This design comes from an exercise in tuning for small area, a short achievable clock period and few clock cycles per item on the open sky130 flow, not from production work.
In this exercise RTL edits were held to simulation tests only and were not proved equivalent to the original.
The flow treats the clock pin as an ideal source. Dropping or thinning the clock tree relies on that and would not hold on a real chip.
Power figures rest on the tool's default switching activity, not on a simulated workload.

// fib_good
module fib_good #(
    parameter int INPUT_WIDTH = 6,
    parameter int OUTPUT_WIDTH = 32
) (
    input  logic                    clk,
    input  logic                    rst,
    input  logic                    go,
    input  logic [ INPUT_WIDTH-1:0] n,
    output logic [OUTPUT_WIDTH-1:0] result,
    output logic                    overflow,
    output logic                    done
);
Settings: LEC_CHECK=0, ABC_AREA=1, CAP_MARGIN=20, CORE_MARGIN=2, CORE_UTILIZATION=40, SETUP_SLACK_MARGIN=3.25, SLEW_MARGIN=20; clock period 5.0 ns.
standard.sh (not shown) runs the stock make flow with config.mk's settings and CLKGATE_MAP_FILE= SYNTH_SCRIPT=/design/flow/synth_recipe.tcl, a recipe that flattens the netlist after the stock synthesis.
==> flow/flow/run.sh <==
#!/bin/bash
# Own layout flow:
#  1. the standard synthesis (standard.sh synth), unchanged;
#  2. its combinational logic re-mapped by ABC (flow/remap.tcl, flow/remap.abc),
#     every flip-flop kept as synthesized, with its name and cell;
#  3. the standard floorplan and placement, with the delay cells
#     (dlymetal*, dlygate*, clkdlybuf*) added to the don't-use list;
#  4. a clock tree of one level, two clock buffers each driving half the flip-flops (flow/cts1.tcl)
#     in place of the standard clock tree synthesis, then timing repair;
#  5. the standard global and detailed routing and finishing.
# Each tool's output goes to a log file of its own in this folder.
set -euo pipefail
W=$PWD
R=$W/orfs/results/$FLOW_PLATFORM/fib_good/base
P=$FLOW_HOME/platforms/$FLOW_PLATFORM
LIB=$P/lib/sky130_fd_sc_hd__tt_025C_1v80.lib
DU="$(cat $W/flow/dont_use.txt)"

bash standard.sh synth > $W/1_standard_synth.log 2>&1
cp $R/1_2_yosys.v $W/standard_synth.v
IN=$W/standard_synth.v OUT=$R/1_2_yosys.v LIB=$LIB TOP=$FLOW_TOP \
  ABCSCRIPT=$W/flow/remap.abc yosys -c $W/flow/remap.tcl > $W/2_remap.log 2>&1
rm -f $R/1_synth.odb $R/1_synth.sdc

bash standard.sh "DONT_USE_CELLS=$DU" place > $W/3_place.log 2>&1

RESULTS_DIR=$R PLATFORM_DIR=$P LIB_FILE=$LIB DONT_USE="$DU" \
  CLKBUF=sky130_fd_sc_hd__clkbuf_16 NBUF=2 SETUP_SLACK_MARGIN=3.25 \
  openroad -no_init -exit $W/flow/cts1.tcl > $W/4_cts.log 2>&1

bash standard.sh "DONT_USE_CELLS=$DU" finish > $W/5_route_finish.log 2>&1
==> flow/flow/cts1.tcl <==
# Clock tree of one level: the clock port drives NBUF clock buffers, each
# placed at the centre of its cluster of flip-flops and driving their clock
# pins; the clusters come from a k-means split of the flip-flop positions.
# env: RESULTS_DIR, PLATFORM_DIR, LIB_FILE, DONT_USE, CLKBUF, NBUF, SETUP_SLACK_MARGIN
read_db $::env(RESULTS_DIR)/3_place.odb
read_liberty $::env(LIB_FILE)
read_sdc $::env(RESULTS_DIR)/3_place.sdc
source $::env(PLATFORM_DIR)/setRC.tcl
set_dont_use $::env(DONT_USE)

set block [ord::get_db_block]
set clk [$block findNet clk]
set master [[ord::get_db] findMaster $::env(CLKBUF)]
set k $::env(NBUF)

# clock pins and their positions
set pins {}
foreach it [$clk getITerms] {
  set bb [[$it getInst] getBBox]
  lappend pins [list $it [expr {([$bb xMin] + [$bb xMax]) / 2.0}] [expr {([$bb yMin] + [$bb yMax]) / 2.0}]]
}
set pins [lsort -real -index 1 $pins]
set n [llength $pins]
# initial centres: spread along x
set cx {}; set cy {}
for {set j 0} {$j < $k} {incr j} {
  set p [lindex $pins [expr {int(($j + 0.5) * $n / $k)}]]
  lappend cx [lindex $p 1]; lappend cy [lindex $p 2]
}
for {set iter 0} {$iter < 20} {incr iter} {
  set assign {}
  foreach p $pins {
    set best 0; set bd 1e30
    for {set j 0} {$j < $k} {incr j} {
      set d [expr {abs([lindex $p 1] - [lindex $cx $j]) + abs([lindex $p 2] - [lindex $cy $j])}]
      if {$d < $bd} { set bd $d; set best $j }
    }
    lappend assign $best
  }
  set sx [lrepeat $k 0.0]; set sy [lrepeat $k 0.0]; set sc [lrepeat $k 0]
  foreach p $pins a $assign {
    lset sx $a [expr {[lindex $sx $a] + [lindex $p 1]}]
    lset sy $a [expr {[lindex $sy $a] + [lindex $p 2]}]
    lset sc $a [expr {[lindex $sc $a] + 1}]
  }
  for {set j 0} {$j < $k} {incr j} {
    if {[lindex $sc $j] > 0} {
      lset cx $j [expr {[lindex $sx $j] / [lindex $sc $j]}]
      lset cy $j [expr {[lindex $sy $j] / [lindex $sc $j]}]
    }
  }
}
for {set j 0} {$j < $k} {incr j} {
  set buf [odb::dbInst_create $block $master clkbuf_root_$j]
  set net [odb::dbNet_create $block clknet_root_$j]
  $net setSigType CLOCK
  [$buf findITerm A] connect $clk
  [$buf findITerm X] connect $net
  $buf setLocation [expr {int([lindex $cx $j])}] [expr {int([lindex $cy $j])}]
  $buf setPlacementStatus PLACED
  lappend nets $net
}
foreach p $pins a $assign {
  set it [lindex $p 0]
  $it disconnect
  $it connect [lindex $nets $a]
}
puts "clock buffers: $k, pins per buffer: $sc"
detailed_placement
set_propagated_clock [all_clocks]
estimate_parasitics -placement
report_clock_latency
report_worst_slack -max
if {[info exists ::env(SETUP_SLACK_MARGIN)]} {
  repair_timing -setup_margin $::env(SETUP_SLACK_MARGIN) -repair_tns 100 -verbose
  detailed_placement
  estimate_parasitics -placement
}
report_worst_slack -max
report_worst_slack -min
report_checks -group_path_count 5 -format end
report_design_area
check_placement
write_db $::env(RESULTS_DIR)/4_1_cts.odb
write_sdc -no_timestamp $::env(RESULTS_DIR)/4_cts.sdc
Other scripts of this flow, unchanged in this note and not shown: flow/flow/dont_use.txt, flow/flow/remap.abc, flow/flow/remap.tcl
The baseline completed without violations.
Testbench counts at the start, summed over its fixed seeds: cycles 4,800, items 2,400.
Change:
CORE_UTILIZATION = 30   (was 40)
SETUP_SLACK_MARGIN = 3.2   (was 3.25)
What happened: Via count stays flat; worst hold slack is better by 5.2 ps; power is higher by 1.6%; worst setup slack gets better by 18 ps; clock power came out higher by about 3%; clock skew increases by 11 ps; sequential cell count is unchanged; die area grows by 32%; critical path depth increases by 2.
No run of this note takes its clock network from TritonCTS; it comes from the design's own scripts or RTL.


== run 1 ==
Starting RTL as in the previous note.
clock: 5.0 ns
lec_check: 0
abc_area: 1
cap_margin: 20
core_margin: 2
core_utilization: 30
setup_slack_margin: 3.2
slew_margin: 20
==> flow/flow/run.sh <==
#!/bin/bash
# Own layout flow:
#  1. the standard synthesis (standard.sh synth), unchanged;
#  2. its combinational logic re-mapped by ABC (flow/remap.tcl, flow/remap.abc),
#     every flip-flop kept as synthesized, with its name and cell;
#  3. the standard floorplan and placement, with the delay cells
#     (dlymetal*, dlygate*, clkdlybuf*) added to the don't-use list;
#  4. a clock tree of one level, two clock buffers each driving half the flip-flops (flow/cts1.tcl)
#     in place of the standard clock tree synthesis, then timing repair;
#  5. the standard global and detailed routing and finishing.
# Each tool's output goes to a log file of its own in this folder.
set -euo pipefail
W=$PWD
R=$W/orfs/results/$FLOW_PLATFORM/fib_good/base
P=$FLOW_HOME/platforms/$FLOW_PLATFORM
LIB=$P/lib/sky130_fd_sc_hd__tt_025C_1v80.lib
DU="$(cat $W/flow/dont_use.txt)"

bash standard.sh synth > $W/1_standard_synth.log 2>&1
cp $R/1_2_yosys.v $W/standard_synth.v
IN=$W/standard_synth.v OUT=$R/1_2_yosys.v LIB=$LIB TOP=$FLOW_TOP \
  ABCSCRIPT=$W/flow/remap.abc yosys -c $W/flow/remap.tcl > $W/2_remap.log 2>&1
rm -f $R/1_synth.odb $R/1_synth.sdc

bash standard.sh "DONT_USE_CELLS=$DU" place > $W/3_place.log 2>&1

RESULTS_DIR=$R PLATFORM_DIR=$P LIB_FILE=$LIB DONT_USE="$DU" \
  CLKBUF=sky130_fd_sc_hd__clkbuf_16 NBUF=2 SETUP_SLACK_MARGIN=3.35 \
  openroad -no_init -exit $W/flow/cts1.tcl > $W/4_cts.log 2>&1

bash standard.sh "DONT_USE_CELLS=$DU" finish > $W/5_route_finish.log 2>&1
==> flow/flow/remap.abc <==
strash
dch
map -a
strash
dch
map -a
strash
dch
map -B 0.9 -D 900
topo
stime -c
buffer -c
upsize -c -D 900
dnsize -c -D 900
stime -c
Scripts as last shown in full above: flow/flow/cts1.tcl
Other scripts of this flow, unchanged in this note and not shown: flow/flow/dont_use.txt, flow/flow/remap.tcl
Testbench counts of run 1, summed over its fixed seeds: cycles 4,800, items 2,400.
Setup changes, run 1 to run 2
diff --git a/flow/flow/run.sh b/flow/flow/run.sh
--- a/flow/flow/run.sh
+++ b/flow/flow/run.sh
@@ -27,3 +27,3 @@
 RESULTS_DIR=$R PLATFORM_DIR=$P LIB_FILE=$LIB DONT_USE="$DU" \
-  CLKBUF=sky130_fd_sc_hd__clkbuf_16 NBUF=2 SETUP_SLACK_MARGIN=3.35 \
+  CLKBUF=sky130_fd_sc_hd__clkbuf_16 NBUF=2 SETUP_SLACK_MARGIN=3.25 \
   openroad -no_init -exit $W/flow/cts1.tcl > $W/4_cts.log 2>&1
==> flow/flow/remap.abc <==
strash
dch
map -a
strash
dch
map -a
strash
dch
map -B 0.9 -D 1200
topo
stime -c
buffer -c
upsize -c -D 1200
dnsize -c -D 1200
stime -c
### Flow results
Relative to run 1, the peak clock frequency supported by timing measured on run 2 has decreased by a few percent. Measured against each other, run 2 and run 1 differ in total power consumption of the routed design, the lower figure coming from run 1. Diff run 2 and run 1: shortest clock period the worst path allows after layout higher in run 2. Setup slack: run 2 less than run 1. Of the two values seen for end point of the critical path, res_r[5]$_DFF_P_ was produced by run 1 and res_r[15]$_DFF_P_ by run 2. Routed wire length: run 2 and run 1 compared, lower one is run 1. Final-layout worst hold slack: run 2 and run 1 compared, higher one is run 2. The lower die area came out of run 2. Going from run 1 to run 2, cell area after placement essentially unchanged, area after synthesis decreased 1.9%.
Here is what was changed in the inputs of run 3 compared with run 2.
# run 2
export LEC_CHECK = 0
export ABC_AREA = 1
export CAP_MARGIN = 20
export CORE_MARGIN = 2
export CORE_UTILIZATION = 30
export SETUP_SLACK_MARGIN = 3.2
export SLEW_MARGIN = 20
create_clock -name core_clock -period 5.0 [get_ports {clk}]
# run 3
export LEC_CHECK = 0
export ABC_AREA = 1
export CAP_MARGIN = 20
export CORE_MARGIN = 2
export CORE_UTILIZATION = 50
export SETUP_SLACK_MARGIN = 3.2
export SLEW_MARGIN = 20
create_clock -name core_clock -period 5.0 [get_ports {clk}]
diff --git a/flow/flow/run.sh b/flow/flow/run.sh
--- a/flow/flow/run.sh
+++ b/flow/flow/run.sh
@@ -27,3 +27,3 @@
 RESULTS_DIR=$R PLATFORM_DIR=$P LIB_FILE=$LIB DONT_USE="$DU" \
-  CLKBUF=sky130_fd_sc_hd__clkbuf_16 NBUF=2 SETUP_SLACK_MARGIN=3.25 \
+  CLKBUF=sky130_fd_sc_hd__clkbuf_16 NBUF=2 SETUP_SLACK_MARGIN=3.35 \
   openroad -no_init -exit $W/flow/cts1.tcl > $W/4_cts.log 2>&1
==> flow/flow/remap.abc <==
strash
dch
map -a
strash
dch
map -a
strash
dch
map -B 0.9 -D 900
topo
stime -c
buffer -c
upsize -c -D 900
dnsize -c -D 900
stime -c
==> summary.txt <==
Per the comparison of run 3 with run 2, layout net count dropped 8, area of the multi-input gates rose by about 0.9%, power -about 0.64%. Run 3 reports its worst setup path endpoint as res_r[12]$_DFF_P_ while run 2 reports res_r[15]$_DFF_P_.
Input changes introduced in run 4 (baseline for comparison: run 3):
# run 3
export LEC_CHECK = 0
export ABC_AREA = 1
export CAP_MARGIN = 20
export CORE_MARGIN = 2
export CORE_UTILIZATION = 50
export SETUP_SLACK_MARGIN = 3.2
export SLEW_MARGIN = 20
create_clock -name core_clock -period 5.0 [get_ports {clk}]
# run 4
export LEC_CHECK = 0
export ABC_AREA = 1
export CAP_MARGIN = 20
export CORE_MARGIN = 2
export CORE_UTILIZATION = 30
export SETUP_SLACK_MARGIN = 3.1
export SLEW_MARGIN = 20
create_clock -name core_clock -period 5.0 [get_ports {clk}]
diff --git a/flow/flow/run.sh b/flow/flow/run.sh
--- a/flow/flow/run.sh
+++ b/flow/flow/run.sh
@@ -27,3 +27,3 @@
 RESULTS_DIR=$R PLATFORM_DIR=$P LIB_FILE=$LIB DONT_USE="$DU" \
-  CLKBUF=sky130_fd_sc_hd__clkbuf_16 NBUF=2 SETUP_SLACK_MARGIN=3.35 \
+  CLKBUF=sky130_fd_sc_hd__clkbuf_16 NBUF=2 SETUP_SLACK_MARGIN=3.25 \
   openroad -no_init -exit $W/flow/cts1.tcl > $W/4_cts.log 2>&1
Findings:
Run 4: no failed stages, no open violations at the end
Compared with run 3, in run 4 setup slack now smaller, share of the cycle needed by the critical path after routing has increased, internal power consumption has decreased, number of vias per cell went down by 11%.
Measured against each other, run 3 and run 4 differ in global routing usage on met1, the lower figure coming from run 4.
The inputs of run 5 differ from those of run 4 as listed below.
# run 4
export LEC_CHECK = 0
export ABC_AREA = 1
export CAP_MARGIN = 20
export CORE_MARGIN = 2
export CORE_UTILIZATION = 30
export SETUP_SLACK_MARGIN = 3.1
export SLEW_MARGIN = 20
create_clock -name core_clock -period 5.0 [get_ports {clk}]
# run 5
export LEC_CHECK = 0
export ABC_AREA = 1
export CAP_MARGIN = 20
export CORE_MARGIN = 2
export CORE_UTILIZATION = 30
export SETUP_SLACK_MARGIN = 3.2
export SLEW_MARGIN = 20
create_clock -name core_clock -period 5.0 [get_ports {clk}]
diff --git a/flow/flow/run.sh b/flow/flow/run.sh
--- a/flow/flow/run.sh
+++ b/flow/flow/run.sh
@@ -7,3 +7,3 @@
 #     (dlymetal*, dlygate*, clkdlybuf*) added to the don't-use list;
-#  4. a clock tree of one level, two clock buffers each driving half the flip-flops (flow/cts1.tcl)
+#  4. a clock tree of one level, three clock buffers each driving a third of the flip-flops (flow/cts1.tcl)
 #     in place of the standard clock tree synthesis, then timing repair;
@@ -27,3 +27,3 @@
 RESULTS_DIR=$R PLATFORM_DIR=$P LIB_FILE=$LIB DONT_USE="$DU" \
-  CLKBUF=sky130_fd_sc_hd__clkbuf_16 NBUF=2 SETUP_SLACK_MARGIN=3.25 \
+  CLKBUF=sky130_fd_sc_hd__clkbuf_8 NBUF=3 SETUP_SLACK_MARGIN=3.25 \
   openroad -no_init -exit $W/flow/cts1.tcl > $W/4_cts.log 2>&1
--- outcome ---
Run 5 packs its core more tightly than run 4.
Clock skew: run 4 vs run 5 — no meaningful difference
Taking run 4 as the reference, in run 5 cell leakage power increased 0.98%, synthesis-to-layout area growth +0.99 points.
Input changes introduced in run 6 (baseline for comparison: run 5):
# run 5
export LEC_CHECK = 0
export ABC_AREA = 1
export CAP_MARGIN = 20
export CORE_MARGIN = 2
export CORE_UTILIZATION = 30
export SETUP_SLACK_MARGIN = 3.2
export SLEW_MARGIN = 20
create_clock -name core_clock -period 5.0 [get_ports {clk}]
# run 6
export LEC_CHECK = 0
export ABC_AREA = 1
export CAP_MARGIN = 20
export CORE_MARGIN = 2
export CORE_UTILIZATION = 30
export SETUP_SLACK_MARGIN = 3.1
export SLEW_MARGIN = 20
create_clock -name core_clock -period 5.0 [get_ports {clk}]
diff --git a/flow/flow/run.sh b/flow/flow/run.sh
--- a/flow/flow/run.sh
+++ b/flow/flow/run.sh
@@ -7,3 +7,3 @@
 #     (dlymetal*, dlygate*, clkdlybuf*) added to the don't-use list;
-#  4. a clock tree of one level, three clock buffers each driving a third of the flip-flops (flow/cts1.tcl)
+#  4. a clock tree of one level, two clock buffers each driving half the flip-flops (flow/cts1.tcl)
 #     in place of the standard clock tree synthesis, then timing repair;
@@ -27,3 +27,3 @@
 RESULTS_DIR=$R PLATFORM_DIR=$P LIB_FILE=$LIB DONT_USE="$DU" \
-  CLKBUF=sky130_fd_sc_hd__clkbuf_8 NBUF=3 SETUP_SLACK_MARGIN=3.25 \
+  CLKBUF=sky130_fd_sc_hd__clkbuf_16 NBUF=2 SETUP_SLACK_MARGIN=3.30 \
   openroad -no_init -exit $W/flow/cts1.tcl > $W/4_cts.log 2>&1
--- outcome ---
The fraction of layout instances using a drive strength above 1 of run 6 is lower than that of run 5.
Run 5 → run 6: slew at the pin closest to its max-slew limit went up 120 ps, per-cell routed wire length went up about 0.8%, sequential share of layout area went up 0.35 points, combinational share of power went down 1.1 points, core utilization went down 0.39 points.
In every run of this note, the design's own scripts or RTL, not TritonCTS, make the clock network.

## re-timing with driven ports
How much do the figures lean on ideal ports? The routed layouts below were timed once more, with nothing changed but the port constraints. Step 1, drivers: a clkbuf_16 drives clk and a buf_2 each remaining input, both assumed. Step 2 times the ports against the registers' clock, not the clock port: input delays grow and output delays shrink by t, the midpoint of the rising clock arrivals with the driver on. a / b / c = ideal ports / drivers / drivers and shift; a / b = the first two.
| run | t, ns | setup WS [ns] | worst data-port slew with drivers (ns) | pins driven straight from the clock port |
|---|---|---|---|---|
| the first run of note 1 | 0.196 | 3.279 / 3.279 / 3.271 | 0.03 | 2 |
| the second run of note 1 | 0.199 | 3.296 / 3.263 / 3.264 | 0.03 | 2 |
| run 1 | 0.199 | 3.274 / 3.274 / 3.264 | 0.03 | 2 |
| run 2 | 0.201 | 3.178 / 3.178 / 3.178 | 0.03 | 2 |
| run 3 | 0.196 | 3.242 / 3.242 / 3.242 | 0.03 | 2 |
| run 4 | 0.201 | 3.181 / 3.181 / 3.112 | 0.03 | 2 |
| run 5 | 0.199 | 3.235 / 3.235 / 3.235 | 0.03 | 3 |
| run 6 | 0.199 | 3.203 / 3.203 / 3.203 | 0.03 | 2 |
After both steps every run listed still meets setup and hold. The setup slack of run 4, which loses most, moves by 0.000 ns with the drivers and by -0.069 ns with both steps.
